Context: an optimization exercise on an open-source flow, tuned for small area and a short achievable clock period. The choices shown serve that exercise and are no tape-out recipe.
In this exercise RTL edits were held to simulation tests only and were not proved equivalent to the original.
Power is estimated from default activity; no workload was simulated.

Setup of job 1153:
// RISC_TOY_SYS
module RISC_TOY_SYS (
    input  wire          CLK,
    input  wire          RSTN,
    output wire          IREQ,
    output wire [29:0]   IADDR,
    input  wire [31:0]   INSTR,
    output wire          DREQ,
    output wire [1:0]    DRW,
    output wire [29:0]   DADDR,
    output wire [31:0]   DWDATA,
    input  wire [31:0]   DRDATA,
    output wire [31:0]   CONSIG,
    input  wire [31:0]   IPIN,
    output wire [31:0]   IPOUT
);
==> flow/config.mk <==
export PLATFORM = sky130hd
export DESIGN_NAME = RISC_TOY_SYS
export DESIGN_NICKNAME = RISC_TOY_SYS
export VERILOG_FILES = /design/flow/design.v
export SDC_FILE = /design/flow/constraint.sdc
export NUM_CORES = 8
export LEC_CHECK = 0
export CAP_MARGIN = 25
export CORE_MARGIN = 2
export CORE_UTILIZATION = 55
export CTS_BUF_LIST = sky130_fd_sc_hd__clkbuf_8
export CTS_CLUSTER_DIAMETER = 80
export CTS_CLUSTER_SIZE = 14
export SETUP_SLACK_MARGIN = 0.2
export SLEW_MARGIN = 25
==> flow/constraint.sdc <==
create_clock -name core_clock -period 14.0 [get_ports {CLK}]
set_input_delay 2.8000 -clock core_clock [delete_from_list [all_inputs] [get_ports {CLK}]]
set_output_delay 2.8000 -clock core_clock [all_outputs]
set_load 0.01 [all_outputs]
standard.sh (not shown) runs the stock make flow with config.mk's settings and CLKGATE_MAP_FILE= SYNTH_SCRIPT=/design/flow/synth_recipe.tcl, a recipe that flattens the netlist after the stock synthesis.
==> flow/flow/run.sh <==
#!/bin/bash
# Own flow for RISC_TOY_SYS. Runs in the standard flow's work folder (design.v,
# config.mk, standard.sh, synth_recipe.tcl, flow/, out/).
#  1. design_gl.v: design.v with three combinational modules replaced by
#     gate-level ones (flow/gen_gl.py): the register file's read selector
#     (RFREAD, an a222oi AND-OR tree), the EX operand selector's last gate
#     (OPMUX, a21o) and the shifter (SHIFT32, mux2/mux2i). They have no
#     registers, so the registers are the standard synthesis's.
#  2. Synthesis is synth_recipe.tcl with the ABC pass called through a Tcl
#     proc (same arguments; the script is flow/abc.script if present).
#  3. the standard layout (standard.sh) with small port buffers
#     (buf_2) instead of buffer_ports' default delay cells, and repair_timing
#     aimed below the clock period (the SDC is unchanged); clock tree
#     synthesis without dummy loads; the floorplan step only removes
#     synthesis buffers (no timing repair before placement); RSTN and IREQ pins side by side
#     (flow/io.tcl).
# Each tool's output goes to a log file of its own here.
set -euo pipefail
W=$(pwd)
python3 flow/gen_gl.py "$W/rfread_gl.v" > gen_gl.log 2>&1
python3 - "$W/design.v" "$W/rfread_gl.v" "$W/design_gl.v" > design_gl.log 2>&1 <<'PY'
import re, sys
src = open(sys.argv[1]).read()
gl = open(sys.argv[2]).read()
for m in ("RFREAD", "OPMUX", "SHIFT32"):
    pat = re.compile(r"\bmodule\s+" + m + r"\b.*?\bendmodule\b", re.S)
    assert len(pat.findall(src)) == 1, m + " not found exactly once"
    src = pat.sub("", src)
open(sys.argv[3], "w").write(src + "\n" + gl)
print("design_gl.v written")
PY
# ABC: ORFS's script, or flow/abc.script when there is one
if [[ -f flow/abc.script ]]; then
  ABCP="set i [lsearch \$args -script]; if {\$i >= 0} { lset args [expr {\$i+1}] $W/flow/abc.script }; "
else
  ABCP=""
fi
{
  echo 'proc synth {args} { yosys synth -nofsm -noshare {*}$args }'
  echo "proc abc {args} { ${ABCP}yosys abc {*}\$args }"
  tail -n +2 synth_recipe.tcl
} > my_synth.tcl
bash standard.sh \
  "VERILOG_FILES=$W/design_gl.v" \
  "SYNTH_SCRIPT=$W/my_synth.tcl" \
  "BUFFER_PORTS_ARGS=-buffer_cell sky130_fd_sc_hd__buf_2" \
  "SETUP_SLACK_MARGIN=8.4" \
  "REMOVE_ABC_BUFFERS=1" \
  "IO_CONSTRAINTS=$W/flow/io.tcl" \
  "CTS_ARGS=-sink_clustering_enable -repair_clock_nets -sink_clustering_size 14 -sink_clustering_max_diameter 80 -buf_list sky130_fd_sc_hd__clkbuf_8 -dont_use_dummy_load" \
  finish > standard_flow.log 2>&1
Other scripts of this flow, unchanged in this note and not shown: flow/flow/gen_gl.py, flow/flow/io.tcl
Job 1153 finished every stage and its layout cleared the timing, DRC and antenna checks.
diff inputs: job 1153 => job 9169
-- flow/flow/run.sh --
<<< job 1153, line 13
#     aimed below the clock period (the SDC is unchanged); clock tree
#     synthesis without dummy loads; the floorplan step only removes
#     synthesis buffers (no timing repair before placement); RSTN and IREQ pins side by side
#     (flow/io.tcl).
>>> job 9169, line 13
#     aimed below the clock period (the SDC is unchanged); clock tree
#     synthesis without dummy loads; RSTN and IREQ pins side by side
#     (flow/io.tcl).
<<< job 1153, line 47
  "SETUP_SLACK_MARGIN=8.4" \
  "REMOVE_ABC_BUFFERS=1" \
  "IO_CONSTRAINTS=$W/flow/io.tcl" \
>>> job 9169, line 46
  "SETUP_SLACK_MARGIN=8.4" \
  "IO_CONSTRAINTS=$W/flow/io.tcl" \
### Flow results
Via count normalized by instance count, job 9169 vs job 1153: down slightly. Job 9169 finished all stages; the layout is clean. Any difference in static leakage power between job 1153 and job 9169 is small enough to ignore. Compared to job 1153, job 9169 has ratio of cells with drive above 1 in the final layout 0.23 points higher. For the buffer count excluding the clock tree in the final layout, job 9169 came in about 0.8% higher than job 1153 did. For via count, job 1153 and job 9169 come out practically identical.
## Diff of input files: job 5376 against job 9169
-- flow/flow/run.sh --
<<< job 9169, line 45
  "BUFFER_PORTS_ARGS=-buffer_cell sky130_fd_sc_hd__buf_2" \
  "SETUP_SLACK_MARGIN=8.4" \
  "IO_CONSTRAINTS=$W/flow/io.tcl" \
>>> job 5376, line 45
  "BUFFER_PORTS_ARGS=-buffer_cell sky130_fd_sc_hd__buf_2" \
  "SETUP_SLACK_MARGIN=8.45" \
  "IO_CONSTRAINTS=$W/flow/io.tcl" \
[summary]
- Number of buffers created by CTS, job 5376 vs job 9169: up slightly
- As far as synthesized area goes, job 9169 and job 5376 are indistinguishable; the numbers are identical.
- Summary of job 5376 over job 9169: cell count shows no meaningful change; transition time at the pin with the least slew margin shows a reduction of 0.069 ns; mean number of vias per cell saw little to no change.
Edits applied to the flow inputs when going from job 5376 to job 7712:
-- flow/flow/run.sh --
<<< job 5376, line 13
#     aimed below the clock period (the SDC is unchanged); clock tree
#     synthesis without dummy loads; RSTN and IREQ pins side by side
#     (flow/io.tcl).
>>> job 7712, line 13
#     aimed below the clock period (the SDC is unchanged); clock tree
#     synthesis without dummy loads; timing repaired after global routing
#     only (not after clock tree synthesis); RSTN and IREQ pins side by side
#     (flow/io.tcl).
<<< job 5376, line 45
  "BUFFER_PORTS_ARGS=-buffer_cell sky130_fd_sc_hd__buf_2" \
  "SETUP_SLACK_MARGIN=8.45" \
  "IO_CONSTRAINTS=$W/flow/io.tcl" \
>>> job 7712, line 46
  "BUFFER_PORTS_ARGS=-buffer_cell sky130_fd_sc_hd__buf_2" \
  "SETUP_SLACK_MARGIN=8.4" \
  "SKIP_CTS_REPAIR_TIMING=1" \
  "IO_CONSTRAINTS=$W/flow/io.tcl" \
--- outcome ---
Comparing job 5376 and job 7712, final-layout fill cell count is higher on job 7712.
As far as final non-filler cell total is concerned, job 7712 and job 5376 perform about the same.
Going from job 5376 to job 7712, final critical-path required period comparable; flip-flop and latch share of the layout cell area now larger; utilization has decreased; final worst slack comparable.
Job 7712 -> job 5376: count of distinct cell types in the synthesized netlist delta 0, exact match
On job 7712: first-pass detailed-route iteration total is 2 higher than what job 5376 gave.

========
## yarrow
RISC_TOY_SYS, a different RTL version from the one above (not shown whole).
Size: roughly 7300 cells after synthesis, ~1800 flip-flops, about 92000 um^2 of cells after synthesis.
clock: 14.0 ns
lec_check: 0
cap_margin: 20
core_margin: 2
core_utilization: 55
cts_buf_list: sky130_fd_sc_hd__clkbuf_8
cts_cluster_diameter: 80
cts_cluster_size: 14
setup_slack_margin: 0.2
slew_margin: 20
==> flow/flow/run.sh <==
#!/bin/bash
# Own flow for RISC_TOY_SYS. Runs in the standard flow's work folder (design.v,
# config.mk, standard.sh, synth_recipe.tcl, flow/, out/).
#  1. design_gl.v: design.v with two combinational modules replaced by
#     gate-level ones (flow/gen_gl.py): the register file's read selector
#     (RFREAD, an a222oi AND-OR tree) and the EX operand selector's last
#     gate (OPMUX, a21o). They have no registers, so the registers are the
#     standard synthesis's.
#  2. Synthesis is synth_recipe.tcl with the ABC pass called through a Tcl
#     proc (same arguments; the script is flow/abc.script if present).
#  3. the standard layout (standard.sh) with small port buffers
#     (buf_2) instead of buffer_ports' default delay cells, and repair_timing
#     aimed below the clock period (the SDC is unchanged).
# Each tool's output goes to a log file of its own here.
set -euo pipefail
W=$(pwd)
python3 flow/gen_gl.py "$W/rfread_gl.v" > gen_gl.log 2>&1
python3 - "$W/design.v" "$W/rfread_gl.v" "$W/design_gl.v" > design_gl.log 2>&1 <<'PY'
import re, sys
src = open(sys.argv[1]).read()
gl = open(sys.argv[2]).read()
for m in ("RFREAD", "OPMUX"):
    pat = re.compile(r"\bmodule\s+" + m + r"\b.*?\bendmodule\b", re.S)
    assert len(pat.findall(src)) == 1, m + " not found exactly once"
    src = pat.sub("", src)
open(sys.argv[3], "w").write(src + "\n" + gl)
print("design_gl.v written")
PY
# ABC: ORFS's script, or flow/abc.script when there is one
if [[ -f flow/abc.script ]]; then
  ABCP="set i [lsearch \$args -script]; if {\$i >= 0} { lset args [expr {\$i+1}] $W/flow/abc.script }; "
else
  ABCP=""
fi
{
  echo 'proc synth {args} { yosys synth -nofsm -noshare {*}$args }'
  echo "proc abc {args} { ${ABCP}yosys abc {*}\$args }"
  tail -n +2 synth_recipe.tcl
} > my_synth.tcl
bash standard.sh \
  "VERILOG_FILES=$W/design_gl.v" \
  "SYNTH_SCRIPT=$W/my_synth.tcl" \
  "BUFFER_PORTS_ARGS=-buffer_cell sky130_fd_sc_hd__buf_2" \
  "SETUP_SLACK_MARGIN=8.4" \
  finish > standard_flow.log 2>&1
Other scripts of this flow, unchanged in this note and not shown: flow/flow/gen_gl.py
#### Input delta (pepper over yarrow)
- CTS_CLUSTER_DIAMETER now 100, was 80
- PLACE_DENSITY now 0.72, previously not set
- CORE_UTILIZATION now 65, was 55
- CTS_CLUSTER_SIZE now 24, was 14
- CTS_BUF_LIST no longer set, was sky130_fd_sc_hd__clkbuf_8
Every stage of pepper finished as expected; the final checks, on the other hand, flagged antenna violations, which means the layout fails. Compared yarrow against pepper; footprint of the flip-flops and latches within noise. pepper against yarrow: starting density of the core picked up an extra 10 points; power shows a reduction of about 0.37%; power per cell area rose by 0.50%. The sequential share of layout area in pepper sits 0.42 points above the value recorded for yarrow. pepper -> yarrow: sequential cell count delta 0, exact match. Summary of pepper over yarrow: final cell area excluding filler cells fell by about 0.9%, part of the total power dissipated in combinational logic now smaller, worst setup slack after layout about even.
Edits applied to the flow inputs when going from pepper to cedar:
- a deleted PLACE_DENSITY that had been 0.72
- a change of CORE_UTILIZATION from 65 to 55
-- flow/flow/run.sh --
<<< pepper, line 11
#  3. the standard layout (standard.sh) with small port buffers
#     (buf_2) instead of buffer_ports' default delay cells, and repair_timing
#     aimed below the clock period (the SDC is unchanged).
# Each tool's output goes to a log file of its own here.
set -euo pipefail
>>> cedar, line 11
#  3. the standard layout (standard.sh) with small port buffers
#     (buf_2) instead of buffer_ports' default delay cells, and repair_timing
#     aimed below the clock period (the SDC is unchanged); RSTN and IREQ
#     pins placed side by side (flow/io.tcl).
# Each tool's output goes to a log file of its own here.
set -euo pipefail
<<< pepper, line 43
  "BUFFER_PORTS_ARGS=-buffer_cell sky130_fd_sc_hd__buf_2" \
  "SETUP_SLACK_MARGIN=8.4" \
  finish > standard_flow.log 2>&1
>>> cedar, line 44
  "BUFFER_PORTS_ARGS=-buffer_cell sky130_fd_sc_hd__buf_2" \
  "SETUP_SLACK_MARGIN=8.4" \
  "IO_CONSTRAINTS=$W/flow/io.tcl" \
  finish > standard_flow.log 2>&1
==> flow/flow/io.tcl (new file) <==
# Keep RSTN and IREQ (IREQ = RSTN through the two port buffers) side by side.
set_io_pin_constraint -pin_names {RSTN IREQ} -group -order
- cedar finished all stages; the layout is clean.
- cedar vs pepper — sequential share of power dropped 0.4 points.
- Changes observed in cedar relative to pepper: switching power total +about 0.5%; number of cells after detailed placement up 3.6%; global router's overall resource usage -5.6 points; design area now sits higher; final critical-path share of the clock period saw little to no change.
The following lists how violet was set up differently from cedar:
-- flow/flow/run.sh --
<<< cedar, line 11
#  3. the standard layout (standard.sh) with small port buffers
#     (buf_2) instead of buffer_ports' default delay cells, and repair_timing
#     aimed below the clock period (the SDC is unchanged); RSTN and IREQ
#     pins placed side by side (flow/io.tcl).
# Each tool's output goes to a log file of its own here.
set -euo pipefail
>>> violet, line 11
#  3. the standard layout (standard.sh) with small port buffers
#     (buf_2) instead of buffer_ports' default delay cells, and repair_timing
#     aimed below the clock period (the SDC is unchanged).
# Each tool's output goes to a log file of its own here.
set -euo pipefail
<<< cedar, line 44
  "BUFFER_PORTS_ARGS=-buffer_cell sky130_fd_sc_hd__buf_2" \
  "SETUP_SLACK_MARGIN=8.4" \
  "IO_CONSTRAINTS=$W/flow/io.tcl" \
  finish > standard_flow.log 2>&1
>>> violet, line 43
  "BUFFER_PORTS_ARGS=-buffer_cell sky130_fd_sc_hd__buf_2" \
  "SETUP_SLACK_MARGIN=8.4" \
  finish > standard_flow.log 2>&1
==> flow/flow/abc.script (new file) <==
strash
dch
amap
topo
stime -c
buffer -c
upsize -c
dnsize -c
removed: flow/flow/io.tcl
Findings:
- Cell count after synthesis, violet vs cedar: up by a few percent
- violet vs cedar, category of the most critical setup path: reg2out vs in2out
- Compared with cedar, violet shows a higher met3 wirelength from detailed routing.
- NOTE: via count in violet exceeds that of cedar
## Diff of input files: sierra against violet
- CTS_BUF_LIST newly set to sky130_fd_sc_hd__clkbuf_8
- CTS_CLUSTER_SIZE changed from 24 to 14
- CTS_CLUSTER_DIAMETER changed from 100 to 80
-- flow/flow/run.sh --
<<< violet, line 11
#  3. the standard layout (standard.sh) with small port buffers
#     (buf_2) instead of buffer_ports' default delay cells, and repair_timing
#     aimed below the clock period (the SDC is unchanged).
# Each tool's output goes to a log file of its own here.
set -euo pipefail
>>> sierra, line 11
#  3. the standard layout (standard.sh) with small port buffers
#     (buf_2) instead of buffer_ports' default delay cells, and repair_timing
#     aimed below the clock period (the SDC is unchanged); clock tree
#     synthesis without dummy loads.
# Each tool's output goes to a log file of its own here.
set -euo pipefail
<<< violet, line 43
  "BUFFER_PORTS_ARGS=-buffer_cell sky130_fd_sc_hd__buf_2" \
  "SETUP_SLACK_MARGIN=8.4" \
  finish > standard_flow.log 2>&1
>>> sierra, line 44
  "BUFFER_PORTS_ARGS=-buffer_cell sky130_fd_sc_hd__buf_2" \
  "SETUP_SLACK_MARGIN=8.4" \
  "CTS_ARGS=-sink_clustering_enable -repair_clock_nets -sink_clustering_size 14 -sink_clustering_max_diameter 80 -buf_list sky130_fd_sc_hd__clkbuf_8 -dont_use_dummy_load" \
  finish > standard_flow.log 2>&1
removed: flow/flow/abc.script
Findings:
- Post-route clock period utilization was lower in the run labelled sierra.
- Worst setup margin: sierra vs violet up 820 ps
- Going from violet to sierra, aggregate routed wire length has decreased, total number of nets in the final design dropped 526, count of buffers not belonging to the clock network in the layout decreased 29%, portion of the layout cell area used by non-clock buffers went down by 2.1 points.

========
== red ==
RISC_TOY_SYS, a different RTL version from the one above (not shown whole).
For scale: about 6900 cells after synthesis, about 1800 flip-flops, roughly 260 I/O pins.
Settings: LEC_CHECK=0, CAP_MARGIN=20, CORE_MARGIN=2, CORE_UTILIZATION=55, CTS_BUF_LIST=sky130_fd_sc_hd__clkbuf_8, CTS_CLUSTER_DIAMETER=80, CTS_CLUSTER_SIZE=14, SETUP_SLACK_MARGIN=0.2, SLEW_MARGIN=20; clock period 14.0 ns.
==> flow/flow/run.sh <==
#!/bin/bash
# Own flow for RISC_TOY_SYS. Runs in the standard flow's work folder (design.v,
# config.mk, standard.sh, synth_recipe.tcl, flow/, out/).
#  1. design_gl.v: design.v with two combinational modules replaced by
#     gate-level ones (flow/gen_gl.py): the register file's read selector
#     (RFREAD, an a222oi AND-OR tree) and the EX operand selector's last
#     gate (OPMUX, a21o). They have no registers, so the registers are the
#     standard synthesis's.
#  2. Synthesis is synth_recipe.tcl with the ABC pass called through a Tcl
#     proc (same arguments; the script is flow/abc.script if present).
#  3. the standard layout (standard.sh) with small port buffers
#     (buf_2) instead of buffer_ports' default delay cells, and repair_timing
#     aimed below the clock period (the SDC is unchanged); clock tree
#     synthesis without dummy loads.
# Each tool's output goes to a log file of its own here.
set -euo pipefail
W=$(pwd)
python3 flow/gen_gl.py "$W/rfread_gl.v" > gen_gl.log 2>&1
python3 - "$W/design.v" "$W/rfread_gl.v" "$W/design_gl.v" > design_gl.log 2>&1 <<'PY'
import re, sys
src = open(sys.argv[1]).read()
gl = open(sys.argv[2]).read()
for m in ("RFREAD", "OPMUX"):
    pat = re.compile(r"\bmodule\s+" + m + r"\b.*?\bendmodule\b", re.S)
    assert len(pat.findall(src)) == 1, m + " not found exactly once"
    src = pat.sub("", src)
open(sys.argv[3], "w").write(src + "\n" + gl)
print("design_gl.v written")
PY
# ABC: ORFS's script, or flow/abc.script when there is one
if [[ -f flow/abc.script ]]; then
  ABCP="set i [lsearch \$args -script]; if {\$i >= 0} { lset args [expr {\$i+1}] $W/flow/abc.script }; "
else
  ABCP=""
fi
{
  echo 'proc synth {args} { yosys synth -nofsm -noshare {*}$args }'
  echo "proc abc {args} { ${ABCP}yosys abc {*}\$args }"
  tail -n +2 synth_recipe.tcl
} > my_synth.tcl
bash standard.sh \
  "VERILOG_FILES=$W/design_gl.v" \
  "SYNTH_SCRIPT=$W/my_synth.tcl" \
  "BUFFER_PORTS_ARGS=-buffer_cell sky130_fd_sc_hd__buf_2" \
  "SETUP_SLACK_MARGIN=8.4" \
  "CTS_ARGS=-sink_clustering_enable -repair_clock_nets -sink_clustering_size 14 -sink_clustering_max_diameter 80 -buf_list sky130_fd_sc_hd__clkbuf_8 -dont_use_dummy_load" \
  finish > standard_flow.log 2>&1
==> flow/flow/abc.script <==
&get -n
&st
&dch
&nf
&st
&syn2
&if -g -K 6
&synch2
&nf
&st
&syn2
&if -g -K 6
&synch2
&nf
&st
&syn2
&if -g -K 6
&synch2
&nf
&st
&syn2
&if -g -K 6
&synch2
&nf
&st
&syn2
&if -g -K 6
&synch2
&nf
&put
topo
stime -c
Other scripts of this flow, unchanged in this note and not shown: flow/flow/gen_gl.py
red finished end to end and its layout was clean on timing, DRC and antenna.
Edits applied to the flow inputs when going from red to blue:
removed: flow/flow/abc.script
Notes after the runs:
Total buffers and inverters traversed by the critical path: blue vs red identical. Re biggest fanout along the worst timing path: red and blue aren't equal, and the higher value belongs to blue. Summary of the comparison: post-synthesis area per instance is lower in blue, relative to red. Number of cells on the worst reg-to-reg path for blue: 2 down relative to red. [compare] base=red new=blue: area added between synthesis and finish went down by 1.5 points; part of the total power dissipated in sequential elements now larger; total clock buffers created by CTS went down by 3; post-route clock period utilization level. Against red as the reference, blue delivers a lower combinational fraction of design power. Setup slack: blue less than red. On utilization, the lower figure sits with blue, not red. blue finished every step from synthesis to the final layout, and the layout passed the timing, DRC and antenna checks.
Here is what was changed in the inputs of green compared with blue.
diff --git a/flow/flow/run.sh b/flow/flow/run.sh
--- a/flow/flow/run.sh
+++ b/flow/flow/run.sh
@@ -12,5 +12,6 @@
 #     (buf_2) instead of buffer_ports' default delay cells, and repair_timing
 #     aimed below the clock period (the SDC is unchanged); clock tree
-#     synthesis without dummy loads.
+#     synthesis without dummy loads; RSTN and IREQ pins side by side
+#     (flow/io.tcl).
 # Each tool's output goes to a log file of its own here.
 set -euo pipefail
@@ -43,5 +44,6 @@
   "SYNTH_SCRIPT=$W/my_synth.tcl" \
   "BUFFER_PORTS_ARGS=-buffer_cell sky130_fd_sc_hd__buf_2" \
-  "SETUP_SLACK_MARGIN=8.4" \
+  "SETUP_SLACK_MARGIN=8.3" \
+  "IO_CONSTRAINTS=$W/flow/io.tcl" \
   "CTS_ARGS=-sink_clustering_enable -repair_clock_nets -sink_clustering_size 14 -sink_clustering_max_diameter 80 -buf_list sky130_fd_sc_hd__clkbuf_8 -dont_use_dummy_load" \
   finish > standard_flow.log 2>&1
==> flow/flow/io.tcl (new file) <==
# Keep RSTN and IREQ (IREQ = RSTN through the two port buffers) side by side.
set_io_pin_constraint -pin_names {RSTN IREQ} -group -order
Notes after the runs:
- | number of sequential cells | green vs blue | ≈ equal |
- On post-layout instance count excluding filler cells, green and blue are neck and neck.
- Diff blue -> green | via count | down slightly
- The power of blue and that of green are within noise of each other.
- Looking at green and blue, the core utilization is a wash.
- Between green and blue, setup slack is lower for blue, green comes in above that.
- Compared blue against green; power drawn by the clock network within noise.
- Maximum vdd drop essentially unchanged between green and blue.
- Looking at top achievable clock speed, green sits 1.1% above blue.
- For part of the power in the clock network, green and blue come out practically identical.
## Diff of input files: orange against green
diff --git a/flow/flow/run.sh b/flow/flow/run.sh
--- a/flow/flow/run.sh
+++ b/flow/flow/run.sh
@@ -44,5 +44,5 @@
   "SYNTH_SCRIPT=$W/my_synth.tcl" \
   "BUFFER_PORTS_ARGS=-buffer_cell sky130_fd_sc_hd__buf_2" \
-  "SETUP_SLACK_MARGIN=8.3" \
+  "SETUP_SLACK_MARGIN=8.4" \
   "IO_CONSTRAINTS=$W/flow/io.tcl" \
   "CTS_ARGS=-sink_clustering_enable -repair_clock_nets -sink_clustering_size 14 -sink_clustering_max_diameter 80 -buf_list sky130_fd_sc_hd__clkbuf_8 -dont_use_dummy_load" \
--- outcome ---
- orange: all stages complete, timing, DRC and antenna checks passed
- green finished end to end and its layout was clean on timing, DRC and antenna.
- met3 layer usage reported by global route was higher in orange than in green.
- green -> orange: detailed-route wire length on metal 1 flat
- green and orange ended up with roughly the same relative area change from synthesis to final layout.

## what the ideal ports hide
No port has a modelled driver above. Below, the same layouts with a new extraction and two added sets of constraints. Step 1, drivers: a clkbuf_16 drives CLK and a buf_2 each remaining input, both assumed. Step 2 moves the port delays by t, midway between the first and last clock arrival at a register: inputs arrive t later, outputs are due t later. That takes back most of the time a late clock gives input paths. Three values: ideal ports, drivers, drivers and shift; two values: the first two.
| run | t (ns) | setup slack, ns | clock arrival spread, ns |
|---|---|---|---|
| job 1153 | 1.022 | 8.189 / 7.971 / 7.240 | 0.124 / 0.123 |
| job 9169 | 1.026 | 8.189 / 7.921 / 7.290 | 0.139 / 0.139 |
| job 5376 | 1.018 | 8.189 / 7.917 / 7.297 | 0.131 / 0.131 |
| job 7712 | 1.017 | 8.190 / 7.874 / 7.302 | 0.139 / 0.138 |
| yarrow | 1.031 | 8.191 / 8.014 / 7.188 | 0.071 / 0.072 |
| pepper | 0.836 | 8.189 / 8.020 / 7.455 | 0.060 / 0.060 |
| cedar | 0.866 | 8.189 / 7.943 / 7.448 | 0.056 / 0.056 |
| violet | 0.859 | 7.375 / 7.289 / 6.465 | 0.095 / 0.094 |
| sierra | 0.996 | 8.191 / 8.053 / 7.380 | 0.112 / 0.112 |
| red | 1.012 | 8.138 / 7.873 / 7.183 | 0.141 / 0.141 |
| blue | 1.019 | 8.125 / 7.849 / 7.252 | 0.119 / 0.119 |
| green | 1.023 | 8.187 / 7.942 / 7.204 | 0.118 / 0.118 |
| orange | 1.052 | 8.170 / 7.917 / 7.250 | 0.121 / 0.121 |
The setup slack of yarrow, which loses most, moves by -0.177 ns with the drivers and by -1.003 ns with both steps.
